From an optimization exercise on the open Yosys and OpenROAD flow, aimed at small area; shortcuts taken in it are not production practice. RTL that was checked went through simulation tests only; none was proved equivalent to the original. Power figures rest on the tool's default switching activity, not on a simulated workload.

==> inputs of cedar <==
==> flow/design.v <==
module calc2_port (
   input             clk,
   input             reset,
   input [3:0]       cmd_in,
   input [31:0]      data_in,
   input [1:0]       tag_in,
   output            q_add,       
   output            q_sh,        
   input [4:0]       pos_add,     
   input [4:0]       pos_sh,      
   input             busy,        
   output reg [31:0] a,           
   output reg [31:0] a2,          
   output reg        c_sh,        
   output reg        c_op,        
   output reg        d_v,         
   output reg        d_sh,
   output reg        d_op,
   input [31:0]      res,
   input             ovf,
   output reg [1:0]  resp,
   output reg [31:0] data,
   output reg [1:0]  tag
   );
   reg        c_add, c_inv;
   reg [1:0]  c_tag;
   reg [1:0]  exp_tag;
   reg [3:0]  d_slot;
   reg        i2_v, i3_v, inv_v;
   reg [1:0]  i2_tag, i3_tag, inv_tag;
   wire       cmd_nz  = |cmd_in;
   wire       tag_ok  = (tag_in == exp_tag) || (exp_tag == 2'd0);
   wire       is_add  = (cmd_in == 4'b0001) || (cmd_in == 4'b0010);
   wire       is_sh   = (cmd_in == 4'b0101) || (cmd_in == 4'b0110);
   always @(posedge clk) begin
      a     <= data_in;
      a2    <= a;
      c_tag <= tag_in;
      c_op  <= cmd_in[1];         
      if (reset) begin
         c_add   <= 1'b0;
         c_sh    <= 1'b0;
         c_inv   <= 1'b0;
         exp_tag <= 2'd0;
      end else begin
         c_add <= is_add & tag_ok;
         c_sh  <= is_sh & tag_ok;
         c_inv <= cmd_nz & ~((is_add | is_sh) & tag_ok);
         if (cmd_nz) exp_tag <= tag_in + 2'd1;
      end
   end
   wire       req = c_add | c_sh;
   assign q_add = c_add;
   assign q_sh  = c_sh;
   wire [4:0] pos = c_sh ? pos_sh : pos_add;
   reg [31:0] s_data [0:3];
   reg [4:0]  s_t    [0:3];     
   reg        s_ovf  [0:3];
   reg        s_add  [0:3];
   reg [1:0]  s_tag  [0:3];
   wire [3:0] fire, free;
   genvar k;
   generate for (k = 0; k < 4; k = k + 1) begin : g_slot
      assign fire[k] = (s_t[k] == 5'd1);
      assign free[k] = (s_t[k][4:1] == 4'd0);
   end endgenerate
   wire [3:0] sel = free[0] ? 4'b0001 : free[1] ? 4'b0010 : free[2] ? 4'b0100 : 4'b1000;
   wire [3:0] wr_data = d_v ? d_slot : (req & ~busy) ? sel : 4'b0000;
   always @(posedge clk) begin
      d_slot <= sel;
      d_sh   <= c_sh;
      d_op   <= c_op;
      if (reset) d_v <= 1'b0;
      else d_v <= req & busy;
   end
   generate for (k = 0; k < 4; k = k + 1) begin : g_slot_reg
      always @(posedge clk) begin
         if (wr_data[k]) begin
            s_data[k] <= res;
            s_ovf[k]  <= ovf;
         end
         if (req & sel[k]) begin
            s_add[k]  <= c_add;
            s_tag[k]  <= c_tag;
         end
         if (reset)
           s_t[k] <= 5'd0;
         else if (req & sel[k])
           s_t[k] <= pos + 5'd2;
         else if (s_t[k] != 5'd0)
           s_t[k] <= s_t[k] - 5'd1;
      end
   end endgenerate
   integer j;
   reg        u_add, u_sh, r_hi, r_lo;
   reg [1:0]  t_add, t_sh;
   reg [31:0] d_or;
   always @* begin
      u_add = 1'b0; u_sh = 1'b0; r_hi = 1'b0; r_lo = 1'b0;
      t_add = 2'd0; t_sh = 2'd0; d_or = 32'd0;
      for (j = 0; j < 4; j = j + 1) begin
         if (fire[j]) begin
            d_or = d_or | s_data[j];
            r_hi = r_hi | s_ovf[j];
            r_lo = r_lo | ~s_ovf[j];
            if (s_add[j]) begin u_add = 1'b1; t_add = t_add | s_tag[j]; end
            else begin u_sh = 1'b1; t_sh = t_sh | s_tag[j]; end
         end
      end
   end
   wire unit = u_add | u_sh;
   always @* begin
      data = d_or;
      if (unit) begin
         resp = {r_hi, r_lo};
         tag  = u_add ? t_add : t_sh;
      end else begin
         resp = {inv_v, 1'b0};
         tag  = inv_tag;
      end
   end
   always @(posedge clk) begin
      i2_tag <= c_tag;
      i3_tag <= i2_tag;
      if (reset) begin
         i2_v  <= 1'b0;
         i3_v  <= 1'b0;
         inv_v <= 1'b0;
      end else begin
         i2_v <= c_inv;
         i3_v <= i2_v;
         if (i3_v && (!inv_v || !unit)) begin
            inv_v   <= 1'b1;
            inv_tag <= i3_tag;
         end else if (!unit)
           inv_v <= 1'b0;
      end
   end
endmodule
module calc2_alu (
   input [31:0]  x,
   input [31:0]  y,
   input         sh,       
   input         op,       
   output [31:0] res,
   output        ovf       
   );
   wire [31:0] yy = y ^ {32{op}};
   wire [32:0] cc;
   wire [32:0] sum;
   assign cc[0] = op;
   genvar i;
   generate for (i = 0; i < 32; i = i + 1) begin : g_fa
      assign sum[i]  = x[i] ^ yy[i] ^ cc[i];
      assign cc[i+1] = (x[i] & yy[i]) | (cc[i] & (x[i] ^ yy[i]));
   end endgenerate
   assign sum[32] = cc[32];
   wire [4:0]  ramt = op ? y[4:0] : 5'd0 - y[4:0];
   wire [63:0] xx   = {x, x};
   wire [31:0] rot  = xx >> ramt;
   wire [31:0] mask = (op ? (32'hffffffff >> y[4:0]) : (32'hffffffff << y[4:0])) & {16'hffff, op, 15'h7fff};
   assign res = sh ? (rot & mask) : sum[31:0];
   assign ovf = ~sh & (sum[32] ^ op);
endmodule
module calc2_pair (
   input         clk,
   input         reset,
   input [3:0]   f_cmd_in, s_cmd_in,
   input [31:0]  f_data_in, s_data_in,
   input [1:0]   f_tag_in, s_tag_in,
   output        f_q_add, f_q_sh, s_q_add, s_q_sh,
   input [4:0]   f_pos_add, f_pos_sh, s_pos_add, s_pos_sh,
   output [1:0]  f_resp, s_resp,
   output [31:0] f_data, s_data,
   output [1:0]  f_tag, s_tag
   );
   wire [31:0] f_a, s_a, s_a2, res;
   wire        f_sh, f_op, s_sh, s_op, s_dv, s_dsh, s_dop, ovf;
   wire        f_req = f_q_add | f_q_sh;
   calc2_port pf (.clk(clk), .reset(reset), .cmd_in(f_cmd_in), .data_in(f_data_in), .tag_in(f_tag_in),
                  .q_add(f_q_add), .q_sh(f_q_sh), .pos_add(f_pos_add), .pos_sh(f_pos_sh),
                  .busy(1'b0), .a(f_a), .a2(), .c_sh(f_sh), .c_op(f_op), .d_v(), .d_sh(), .d_op(),
                  .res(res), .ovf(ovf), .resp(f_resp), .data(f_data), .tag(f_tag));
   calc2_port ps (.clk(clk), .reset(reset), .cmd_in(s_cmd_in), .data_in(s_data_in), .tag_in(s_tag_in),
                  .q_add(s_q_add), .q_sh(s_q_sh), .pos_add(s_pos_add), .pos_sh(s_pos_sh),
                  .busy(f_req), .a(s_a), .a2(s_a2), .c_sh(s_sh), .c_op(s_op), .d_v(s_dv), .d_sh(s_dsh), .d_op(s_dop),
                  .res(res), .ovf(ovf), .resp(s_resp), .data(s_data), .tag(s_tag));
   wire [31:0] x  = f_req ? f_a : s_dv ? s_a2 : s_a;
   wire [31:0] y  = f_req ? f_data_in : s_dv ? s_a : s_data_in;
   wire        sh = f_req ? f_sh : s_dv ? s_dsh : s_sh;
   wire        op = f_req ? f_op : s_dv ? s_dop : s_op;
   calc2_alu alu (.x(x), .y(y), .sh(sh), .op(op), .res(res), .ovf(ovf));
endmodule
module calc2_top ( out_data1, out_data2, out_data3, out_data4, out_resp1, out_resp2, out_resp3, out_resp4, out_tag1, out_tag2, out_tag3, out_tag4, c_clk, req1_cmd_in, req1_data_in, req1_tag_in, req2_cmd_in, req2_data_in, req2_tag_in, req3_cmd_in, req3_data_in, req3_tag_in, req4_cmd_in, req4_data_in, req4_tag_in, reset);
   output [0:31] out_data1, out_data2, out_data3, out_data4;
   output [0:1]  out_resp1, out_resp2, out_resp3, out_resp4, out_tag1, out_tag2, out_tag3, out_tag4;
   input         c_clk, reset;
   input [0:3]   req1_cmd_in, req2_cmd_in, req3_cmd_in, req4_cmd_in;
   input [0:1]   req1_tag_in, req2_tag_in, req3_tag_in, req4_tag_in;
   input [0:31]  req1_data_in, req2_data_in, req3_data_in, req4_data_in;
   wire [3:0] q_add, q_sh;
   reg  [4:0] len_add, len_sh;     
   wire [4:0] base_add = (len_add == 5'd0) ? 5'd1 : len_add;
   wire [4:0] base_sh  = (len_sh == 5'd0) ? 5'd1 : len_sh;
   wire [4:0] pa1 = base_add;
   wire [4:0] pa2 = pa1 + q_add[0];
   wire [4:0] pa3 = pa2 + q_add[1];
   wire [4:0] pa4 = pa3 + q_add[2];
   wire [4:0] ps1 = base_sh;
   wire [4:0] ps2 = ps1 + q_sh[0];
   wire [4:0] ps3 = ps2 + q_sh[1];
   wire [4:0] ps4 = ps3 + q_sh[2];
   always @(posedge c_clk) begin
      if (reset) begin
         len_add <= 5'd0;
         len_sh  <= 5'd0;
      end else begin
         len_add <= len_add + q_add[0] + q_add[1] + q_add[2] + q_add[3] - (len_add != 5'd0);
         len_sh  <= len_sh + q_sh[0] + q_sh[1] + q_sh[2] + q_sh[3] - (len_sh != 5'd0);
      end
   end
   calc2_pair p12 (.clk(c_clk), .reset(reset),
                   .f_cmd_in(req1_cmd_in), .f_data_in(req1_data_in), .f_tag_in(req1_tag_in),
                   .s_cmd_in(req2_cmd_in), .s_data_in(req2_data_in), .s_tag_in(req2_tag_in),
                   .f_q_add(q_add[0]), .f_q_sh(q_sh[0]), .s_q_add(q_add[1]), .s_q_sh(q_sh[1]),
                   .f_pos_add(pa1), .f_pos_sh(ps1), .s_pos_add(pa2), .s_pos_sh(ps2),
                   .f_resp(out_resp1), .s_resp(out_resp2), .f_data(out_data1), .s_data(out_data2),
                   .f_tag(out_tag1), .s_tag(out_tag2));
   calc2_pair p34 (.clk(c_clk), .reset(reset),
                   .f_cmd_in(req3_cmd_in), .f_data_in(req3_data_in), .f_tag_in(req3_tag_in),
                   .s_cmd_in(req4_cmd_in), .s_data_in(req4_data_in), .s_tag_in(req4_tag_in),
                   .f_q_add(q_add[2]), .f_q_sh(q_sh[2]), .s_q_add(q_add[3]), .s_q_sh(q_sh[3]),
                   .f_pos_add(pa3), .f_pos_sh(ps3), .s_pos_add(pa4), .s_pos_sh(ps4),
                   .f_resp(out_resp3), .s_resp(out_resp4), .f_data(out_data3), .s_data(out_data4),
                   .f_tag(out_tag3), .s_tag(out_tag4));
endmodule
==> flow/run.sh <==
#!/bin/bash
# synth_recipe.tcl (not shown) runs the flow's synth.tcl, then flattens the netlist and writes it again
# the make line also repeats each setting of config.mk as NAME=value (left out here)
make -C /OpenROAD-flow-scripts/flow DESIGN_CONFIG=/design/flow/config.mk WORK_HOME=/design/flow/orfs CLKGATE_MAP_FILE= SYNTH_SCRIPT=/design/flow/synth_recipe.tcl finish
==> flow/config.mk <==
export PLATFORM = sky130hd
export DESIGN_NAME = calc2_top
export DESIGN_NICKNAME = calc2_top
export VERILOG_FILES = /design/flow/design.v
export SDC_FILE = /design/flow/constraint.sdc
export NUM_CORES = 8
export LEC_CHECK = 0
export CAP_MARGIN = 20
export CORE_MARGIN = 2
export CORE_UTILIZATION = 40
export SLEW_MARGIN = 20
==> flow/constraint.sdc <==
create_clock -name core_clock -period 7.0 [get_ports {c_clk}]
set_input_delay 1.4000 -clock core_clock [delete_from_list [all_inputs] [get_ports {c_clk}]]
set_output_delay 1.4000 -clock core_clock [all_outputs]
set_load 0.01 [all_outputs]
==> ember: changes against cedar <==
==> flow/design.v, changed modules only <==
module calc2_port (
   input             clk,
   input             reset,
   input [3:0]       cmd_in,
   input [31:0]      data_in,
   input [1:0]       tag_in,
   output            q_add,       
   output            q_sh,        
   input [4:0]       st_add,      
   input [4:0]       st_sh,       
   input             busy,        
   output reg [31:0] a,           
   output reg [31:0] a2,          
   output reg        c_sh,        
   output reg        c_op,        
   output reg        d_v,         
   output reg        d_sh,
   output reg        d_op,
   input [31:0]      res,
   input             ovf,
   output reg [1:0]  resp,
   output reg [31:0] data,
   output reg [1:0]  tag
   );
   reg        c_add, c_inv;
   reg [1:0]  c_tag;
   reg [1:0]  exp_tag;
   reg [3:0]  d_slot;
   reg        i2_v, i3_v, inv_v;
   reg [1:0]  i_tag, inv_tag;
   localparam [4:0] FIRE = 5'b00001;
   function [4:0] fwd(input [4:0] v);
      fwd = {v[3:0], v[4] ^ v[2]};
   endfunction
   wire       cmd_nz  = |cmd_in;
   wire       tag_ok  = (tag_in == exp_tag) || (exp_tag == 2'd0);
   wire       is_add  = (cmd_in == 4'b0001) || (cmd_in == 4'b0010);
   wire       is_sh   = (cmd_in == 4'b0101) || (cmd_in == 4'b0110);
   always @(posedge clk) begin
      a     <= data_in;
      a2    <= a;
      c_tag <= tag_in;
      c_op  <= cmd_in[1];         
      if (reset) begin
         c_add   <= 1'b0;
         c_sh    <= 1'b0;
         c_inv   <= 1'b0;
         exp_tag <= 2'd0;
      end else begin
         c_add <= is_add & tag_ok;
         c_sh  <= is_sh & tag_ok;
         c_inv <= cmd_nz & ~((is_add | is_sh) & tag_ok);
         if (cmd_nz) exp_tag <= tag_in + 2'd1;
      end
   end
   wire       req = c_add | c_sh;
   assign q_add = c_add;
   assign q_sh  = c_sh;
   wire [4:0] t0 = c_sh ? st_sh : st_add;
   reg [31:0] s_data [0:3];
   reg [4:0]  s_t    [0:3];     
   reg        s_ovf  [0:3];
   reg        s_add  [0:3];
   reg [1:0]  s_tag  [0:3];
   wire [3:0] fire, free;
   genvar k;
   generate for (k = 0; k < 4; k = k + 1) begin : g_slot
      assign fire[k] = (s_t[k] == FIRE);
      assign free[k] = (s_t[k] == 5'd0) | fire[k];
   end endgenerate
   wire [3:0] sel = free[0] ? 4'b0001 : free[1] ? 4'b0010 : free[2] ? 4'b0100 : 4'b1000;
   wire [3:0] wr_data = d_v ? d_slot : (req & ~busy) ? sel : 4'b0000;
   always @(posedge clk) begin
      d_slot <= sel;
      d_sh   <= c_sh;
      d_op   <= c_op;
      d_v    <= req & busy;      
   end
   generate for (k = 0; k < 4; k = k + 1) begin : g_slot_reg
      always @(posedge clk) begin
         if (wr_data[k]) begin
            s_data[k] <= res;
            s_ovf[k]  <= ovf;
         end
         if (req & sel[k]) begin
            s_add[k]  <= c_add;
            s_tag[k]  <= c_tag;
         end
         if (reset)
           s_t[k] <= 5'd0;
         else if (req & sel[k])
           s_t[k] <= t0;
         else if (fire[k])
           s_t[k] <= 5'd0;
         else
           s_t[k] <= fwd(s_t[k]);
      end
   end endgenerate
   integer j;
   reg        u_add, u_sh, r_hi, r_lo;
   reg [1:0]  t_add, t_sh;
   reg [31:0] d_or;
   always @* begin
      u_add = 1'b0; u_sh = 1'b0; r_hi = 1'b0; r_lo = 1'b0;
      t_add = 2'd0; t_sh = 2'd0; d_or = 32'd0;
      for (j = 0; j < 4; j = j + 1) begin
         if (fire[j]) begin
            d_or = d_or | s_data[j];
            r_hi = r_hi | s_ovf[j];
            r_lo = r_lo | ~s_ovf[j];
            if (s_add[j]) begin u_add = 1'b1; t_add = t_add | s_tag[j]; end
            else begin u_sh = 1'b1; t_sh = t_sh | s_tag[j]; end
         end
      end
   end
   wire unit = u_add | u_sh;
   always @* begin
      data = d_or;
      if (unit) begin
         resp = {r_hi, r_lo};
         tag  = u_add ? t_add : t_sh;
      end else begin
         resp = {inv_v, 1'b0};
         tag  = inv_tag;
      end
   end
   always @(posedge clk) begin
      if (c_inv) i_tag <= c_tag;
      i2_v <= c_inv;              
      if (reset) begin
         i3_v  <= 1'b0;
         inv_v <= 1'b0;
      end else begin
         i3_v <= i2_v;
         if (i3_v && (!inv_v || !unit)) begin
            inv_v   <= 1'b1;
            inv_tag <= i_tag;
         end else if (!unit)
           inv_v <= 1'b0;
      end
   end
endmodule
module calc2_alu (
   input [31:0]  x,
   input [31:0]  y,
   input         sh,       
   input         op,       
   output [31:0] res,
   output        ovf       
   );
   wire [31:0] yy = y ^ {32{op}};
   wire [31:0] p0 = x ^ yy;
   wire [31:0] g0 = x & yy;
   reg  [31:0] gg, pp;
   integer i, l;
   always @* begin
      gg = g0; pp = p0;
      gg[0] = g0[0] | (p0[0] & op);
      for (l = 1; l <= 5; l = l + 1)
        for (i = (1 << l) - 1; i < 32; i = i + (1 << l)) begin
           gg[i] = gg[i] | (pp[i] & gg[i - (1 << (l - 1))]);
           pp[i] = pp[i] & pp[i - (1 << (l - 1))];
        end
      for (l = 4; l >= 1; l = l - 1)
        for (i = (1 << l) + (1 << (l - 1)) - 1; i < 32; i = i + (1 << l)) begin
           gg[i] = gg[i] | (pp[i] & gg[i - (1 << (l - 1))]);
           pp[i] = pp[i] & pp[i - (1 << (l - 1))];
        end
   end
   wire [32:0] cy  = {gg, op};             
   wire [32:0] sum = {cy[32], p0 ^ cy[31:0]};
   wire [4:0]  ramt = op ? y[4:0] : 5'd0 - y[4:0];
   wire [63:0] xx   = {x, x};
   wire [31:0] rot  = xx >> ramt;
   wire [31:0] mask = (op ? (32'hffffffff >> y[4:0]) : (32'hffffffff << y[4:0])) & {16'hffff, op, 15'h7fff};
   assign res = sh ? (rot & mask) : sum[31:0];
   assign ovf = ~sh & (sum[32] ^ op);
endmodule
module calc2_pair (
   input         clk,
   input         reset,
   input [3:0]   f_cmd_in, s_cmd_in,
   input [31:0]  f_data_in, s_data_in,
   input [1:0]   f_tag_in, s_tag_in,
   output        f_q_add, f_q_sh, s_q_add, s_q_sh,
   input [4:0]   f_t_add, f_t_sh, s_t_add, s_t_sh,
   output [1:0]  f_resp, s_resp,
   output [31:0] f_data, s_data,
   output [1:0]  f_tag, s_tag
   );
   wire [31:0] f_a, s_a, s_a2, res;
   wire        f_sh, f_op, s_sh, s_op, s_dv, s_dsh, s_dop, ovf;
   wire        f_req = f_q_add | f_q_sh;
   calc2_port pf (.clk(clk), .reset(reset), .cmd_in(f_cmd_in), .data_in(f_data_in), .tag_in(f_tag_in),
                  .q_add(f_q_add), .q_sh(f_q_sh), .st_add(f_t_add), .st_sh(f_t_sh),
                  .busy(1'b0), .a(f_a), .a2(), .c_sh(f_sh), .c_op(f_op), .d_v(), .d_sh(), .d_op(),
                  .res(res), .ovf(ovf), .resp(f_resp), .data(f_data), .tag(f_tag));
   calc2_port ps (.clk(clk), .reset(reset), .cmd_in(s_cmd_in), .data_in(s_data_in), .tag_in(s_tag_in),
                  .q_add(s_q_add), .q_sh(s_q_sh), .st_add(s_t_add), .st_sh(s_t_sh),
                  .busy(f_req), .a(s_a), .a2(s_a2), .c_sh(s_sh), .c_op(s_op), .d_v(s_dv), .d_sh(s_dsh), .d_op(s_dop),
                  .res(res), .ovf(ovf), .resp(s_resp), .data(s_data), .tag(s_tag));
   wire [31:0] x  = f_req ? f_a : s_dv ? s_a2 : s_a;
   wire [31:0] y  = f_req ? f_data_in : s_dv ? s_a : s_data_in;
   wire        sh = f_req ? f_sh : s_dv ? s_dsh : s_sh;
   wire        op = f_req ? f_op : s_dv ? s_dop : s_op;
   calc2_alu alu (.x(x), .y(y), .sh(sh), .op(op), .res(res), .ovf(ovf));
endmodule
module calc2_top ( out_data1, out_data2, out_data3, out_data4, out_resp1, out_resp2, out_resp3, out_resp4, out_tag1, out_tag2, out_tag3, out_tag4, c_clk, req1_cmd_in, req1_data_in, req1_tag_in, req2_cmd_in, req2_data_in, req2_tag_in, req3_cmd_in, req3_data_in, req3_tag_in, req4_cmd_in, req4_data_in, req4_tag_in, reset);
   output [0:31] out_data1, out_data2, out_data3, out_data4;
   output [0:1]  out_resp1, out_resp2, out_resp3, out_resp4, out_tag1, out_tag2, out_tag3, out_tag4;
   input         c_clk, reset;
   input [0:3]   req1_cmd_in, req2_cmd_in, req3_cmd_in, req4_cmd_in;
   input [0:1]   req1_tag_in, req2_tag_in, req3_tag_in, req4_tag_in;
   input [0:31]  req1_data_in, req2_data_in, req3_data_in, req4_data_in;
   wire [3:0] q_add, q_sh;
   localparam [4:0] T3 = 5'b01000;    
   function [4:0] fwd(input [4:0] v);
      fwd = {v[3:0], v[4] ^ v[2]};
   endfunction
   function [4:0] back(input [4:0] v);
      back = {v[0] ^ v[3], v[4:1]};
   endfunction
   reg  [4:0] ta, ts;
   wire [4:0] ta1 = ta;
   wire [4:0] ta2 = q_add[0] ? back(ta1) : ta1;
   wire [4:0] ta3 = q_add[1] ? back(ta2) : ta2;
   wire [4:0] ta4 = q_add[2] ? back(ta3) : ta3;
   wire [4:0] ta5 = q_add[3] ? back(ta4) : ta4;
   wire [4:0] ts1 = ts;
   wire [4:0] ts2 = q_sh[0] ? back(ts1) : ts1;
   wire [4:0] ts3 = q_sh[1] ? back(ts2) : ts2;
   wire [4:0] ts4 = q_sh[2] ? back(ts3) : ts3;
   wire [4:0] ts5 = q_sh[3] ? back(ts4) : ts4;
   always @(posedge c_clk) begin
      if (reset) begin
         ta <= T3;
         ts <= T3;
      end else begin
         if (ta != T3 || q_add != 4'd0) ta <= fwd(ta5);
         if (ts != T3 || q_sh != 4'd0) ts <= fwd(ts5);
      end
   end
   calc2_pair p12 (.clk(c_clk), .reset(reset),
                   .f_cmd_in(req1_cmd_in), .f_data_in(req1_data_in), .f_tag_in(req1_tag_in),
                   .s_cmd_in(req2_cmd_in), .s_data_in(req2_data_in), .s_tag_in(req2_tag_in),
                   .f_q_add(q_add[0]), .f_q_sh(q_sh[0]), .s_q_add(q_add[1]), .s_q_sh(q_sh[1]),
                   .f_t_add(ta1), .f_t_sh(ts1), .s_t_add(ta2), .s_t_sh(ts2),
                   .f_resp(out_resp1), .s_resp(out_resp2), .f_data(out_data1), .s_data(out_data2),
                   .f_tag(out_tag1), .s_tag(out_tag2));
   calc2_pair p34 (.clk(c_clk), .reset(reset),
                   .f_cmd_in(req3_cmd_in), .f_data_in(req3_data_in), .f_tag_in(req3_tag_in),
                   .s_cmd_in(req4_cmd_in), .s_data_in(req4_data_in), .s_tag_in(req4_tag_in),
                   .f_q_add(q_add[2]), .f_q_sh(q_sh[2]), .s_q_add(q_add[3]), .s_q_sh(q_sh[3]),
                   .f_t_add(ta3), .f_t_sh(ts3), .s_t_add(ta4), .s_t_sh(ts4),
                   .f_resp(out_resp3), .s_resp(out_resp4), .f_data(out_data3), .s_data(out_data4),
                   .f_tag(out_tag3), .s_tag(out_tag4));
endmodule
==> flow/flow/run.sh (new file) <==
#!/bin/bash
# Layout flow: the standard flow (standard.sh, with the standard synthesis unchanged),
# with two changes: ports get plain buf_1 buffers, and the clock tree is built from larger
# sink clusters without dummy loads. make's output goes to flow_make.log; each step's own
# log is under orfs/logs/.
set -euo pipefail
export BUFFER_PORTS_ARGS="-buffer_cell sky130_fd_sc_hd__buf_1"
export CTS_ARGS="-sink_clustering_enable -repair_clock_nets -dont_use_dummy_load -sink_clustering_size 20 -sink_clustering_max_diameter 50 -buf_list {sky130_fd_sc_hd__clkbuf_8 sky130_fd_sc_hd__clkbuf_16}"
bash standard.sh > flow_make.log 2>&1
==> flow/standard.sh (new file) <==
#!/bin/bash
# synth_recipe.tcl (not shown) runs the flow's synth.tcl, then flattens the netlist and writes it again
# the make line also repeats each setting of config.mk as NAME=value (left out here)
make -C /OpenROAD-flow-scripts/flow DESIGN_CONFIG=/design/flow/config.mk WORK_HOME=/design/flow/orfs CLKGATE_MAP_FILE= SYNTH_SCRIPT=/design/flow/synth_recipe.tcl "${@:-finish}"
--- a/flow/config.mk
+++ b/flow/config.mk
@@ -8,4 +8,4 @@
 export CAP_MARGIN = 20
 export CORE_MARGIN = 2
-export CORE_UTILIZATION = 40
+export CORE_UTILIZATION = 65
 export SLEW_MARGIN = 20
removed: flow/run.sh
==> sierra: changes against cedar <==
==> flow/design.v, changed modules only <==
module calc2_alu (
   input [31:0]  x,
   input [31:0]  y,
   input         sh,       
   input         op,       
   output [31:0] res,
   output        ovf       
   );
   wire [31:0] yy = y ^ {32{op}};
   wire [31:0] p0 = x ^ yy;
   wire [31:0] g0 = x & yy;
   reg  [31:0] gg, pp;
   integer i, l;
   always @* begin
      gg = g0; pp = p0;
      gg[0] = g0[0] | (p0[0] & op);
      for (l = 1; l <= 5; l = l + 1)
        for (i = (1 << l) - 1; i < 32; i = i + (1 << l)) begin
           gg[i] = gg[i] | (pp[i] & gg[i - (1 << (l - 1))]);
           pp[i] = pp[i] & pp[i - (1 << (l - 1))];
        end
      for (l = 4; l >= 1; l = l - 1)
        for (i = (1 << l) + (1 << (l - 1)) - 1; i < 32; i = i + (1 << l)) begin
           gg[i] = gg[i] | (pp[i] & gg[i - (1 << (l - 1))]);
           pp[i] = pp[i] & pp[i - (1 << (l - 1))];
        end
   end
   wire [32:0] cy  = {gg, op};             
   wire [32:0] sum = {cy[32], p0 ^ cy[31:0]};
   wire [4:0]  ramt = op ? y[4:0] : 5'd0 - y[4:0];
   wire [63:0] xx   = {x, x};
   wire [31:0] rot  = xx >> ramt;
   wire [31:0] mask = (op ? (32'hffffffff >> y[4:0]) : (32'hffffffff << y[4:0])) & {16'hffff, op, 15'h7fff};
   assign res = sh ? (rot & mask) : sum[31:0];
   assign ovf = ~sh & (sum[32] ^ op);
endmodule
==> flow/flow/run.sh (new file) <==
#!/bin/bash
set -euo pipefail
export BUFFER_PORTS_ARGS="-buffer_cell sky130_fd_sc_hd__buf_1"
export CTS_ARGS="-sink_clustering_enable -repair_clock_nets -dont_use_dummy_load -sink_clustering_size 24 -sink_clustering_max_diameter 100"
bash standard.sh > flow_make.log 2>&1
==> flow/standard.sh (new file) <==
#!/bin/bash
# synth_recipe.tcl (not shown) runs the flow's synth.tcl, then flattens the netlist and writes it again
# the make line also repeats each setting of config.mk as NAME=value (left out here)
make -C /OpenROAD-flow-scripts/flow DESIGN_CONFIG=/design/flow/config.mk WORK_HOME=/design/flow/orfs CLKGATE_MAP_FILE= SYNTH_SCRIPT=/design/flow/synth_recipe.tcl "${@:-finish}"
removed: flow/run.sh
==> quartz: changes against cedar <==
==> flow/design.v, changed modules only <==
module calc2_alu (
   input [31:0]  x,
   input [31:0]  y,
   input         sh,       
   input         op,       
   output [31:0] res,
   output        ovf       
   );
   wire [32:0] sum = {1'b0, x} + {1'b0, op ? ~y : y} + {32'd0, op};
   wire [4:0]  ramt = op ? y[4:0] : 5'd0 - y[4:0];
   wire [63:0] xx   = {x, x};
   wire [31:0] rot  = xx >> ramt;
   wire [31:0] mask = (op ? (32'hffffffff >> y[4:0]) : (32'hffffffff << y[4:0])) & {16'hffff, op, 15'h7fff};
   assign res = sh ? (rot & mask) : sum[31:0];
   assign ovf = ~sh & (sum[32] ^ op);
endmodule
--- a/flow/config.mk
+++ b/flow/config.mk
@@ -9,3 +9,4 @@
 export CORE_MARGIN = 2
 export CORE_UTILIZATION = 40
+export CTS_BUF_LIST = sky130_fd_sc_hd__clkbuf_4 sky130_fd_sc_hd__clkbuf_8
 export SLEW_MARGIN = 20
==> qor summary <==
	ember	cedar	sierra	quartz
Run status	finished clean	finished with violations	finished clean	finished clean
Reasons for failing layout checks	-	negative setup slack	-	-
Startpoint class of the critical path	flip-flop	primary input	flip-flop	flip-flop
Cells after Synth	3607	3642	3968	4123
Endpoint required time on the critical path	7.28 ns	7.36 ns	7.33 ns	7.50 ns
FF+latch count	932	940	940	940
Post-layout utilization of the core	0.7167	0.4927	0.4401	0.4760
Sum of negative setup slack	0 ns	-1155.41 ns	0 ns	0 ns
Routed length on met2	57950 um	61690 um	61080 um	60940 um
Clk Tree Root Cell	clkbuf_16	clkbuf_16	clkbuf_16	clkbuf_8
Lkg Pwr	17.42 nW	19.87 nW	18.56 nW	20.83 nW
Unrepaired setup endpoints after global routing	no	yes	no	no
Per-instance average area after synthesis	11.93 um2	12.01 um2	11.34 um2	11.03 um2
Slowest cell on crit path	mux2i_1	fa_2	nor2_4	o21ai_0
Metal1 wirelength	50310 um	52900 um	53150 um	56930 um
Switching share of total power	0.3039	0.3643	0.4080	0.3793
Number of vias per cell	6.681	5.522	5.495	5.475
Tap cells	864	1414	1500	1500
Number of diodes	2	0	4	9
FF+latch area	0.02459 mm2	0.02467 mm2	0.02467 mm2	0.02467 mm2
Minimum clock period	6.085 ns	13.84 ns	6.193 ns	5.724 ns
The RTL of cedar, sierra and quartz was laid out without a check of its function.

[separate check: timing with driven ports]
The flow's constraints put no driver on any port. The routed layouts listed below were extracted and timed again, unchanged, in two steps. Step 1 assumes that a clkbuf_16 drives the clock port and a buf_2 every other input. Step 2 times the ports against the registers' clock, not the clock port: input delays grow and output delays shrink by t, the midpoint of the rising clock arrivals with the driver on. Three values: ideal, step 1, step 2; two values: the first two.
| run | t (ns) | slack for setup (ns) | hold slack, ns | worst setup path after step 2 | clock arrival spread, ns |
|---|---|---|---|---|---|
| cedar | 0.742 | -6.840 / -6.866 / -7.608 | 0.326 / 0.326 / 0.326 | input to register | 0.033 / 0.032 |
| ember | 0.675 | 0.915 / 0.915 / 0.915 | 0.315 / 0.315 / 0.315 | register to register | 0.108 / 0.108 |
| sierra | 0.698 | 0.807 / 0.807 / 0.807 | 0.273 / 0.273 / 0.273 | register to register | 0.085 / 0.086 |
| quartz | 0.892 | 1.276 / 1.276 / 0.559 | 0.303 / 0.303 / 0.303 | input to register | 0.050 / 0.050 |
For cedar, which loses most, drivers alone change the setup slack by -0.026 ns; drivers and shift together by -0.768 ns.
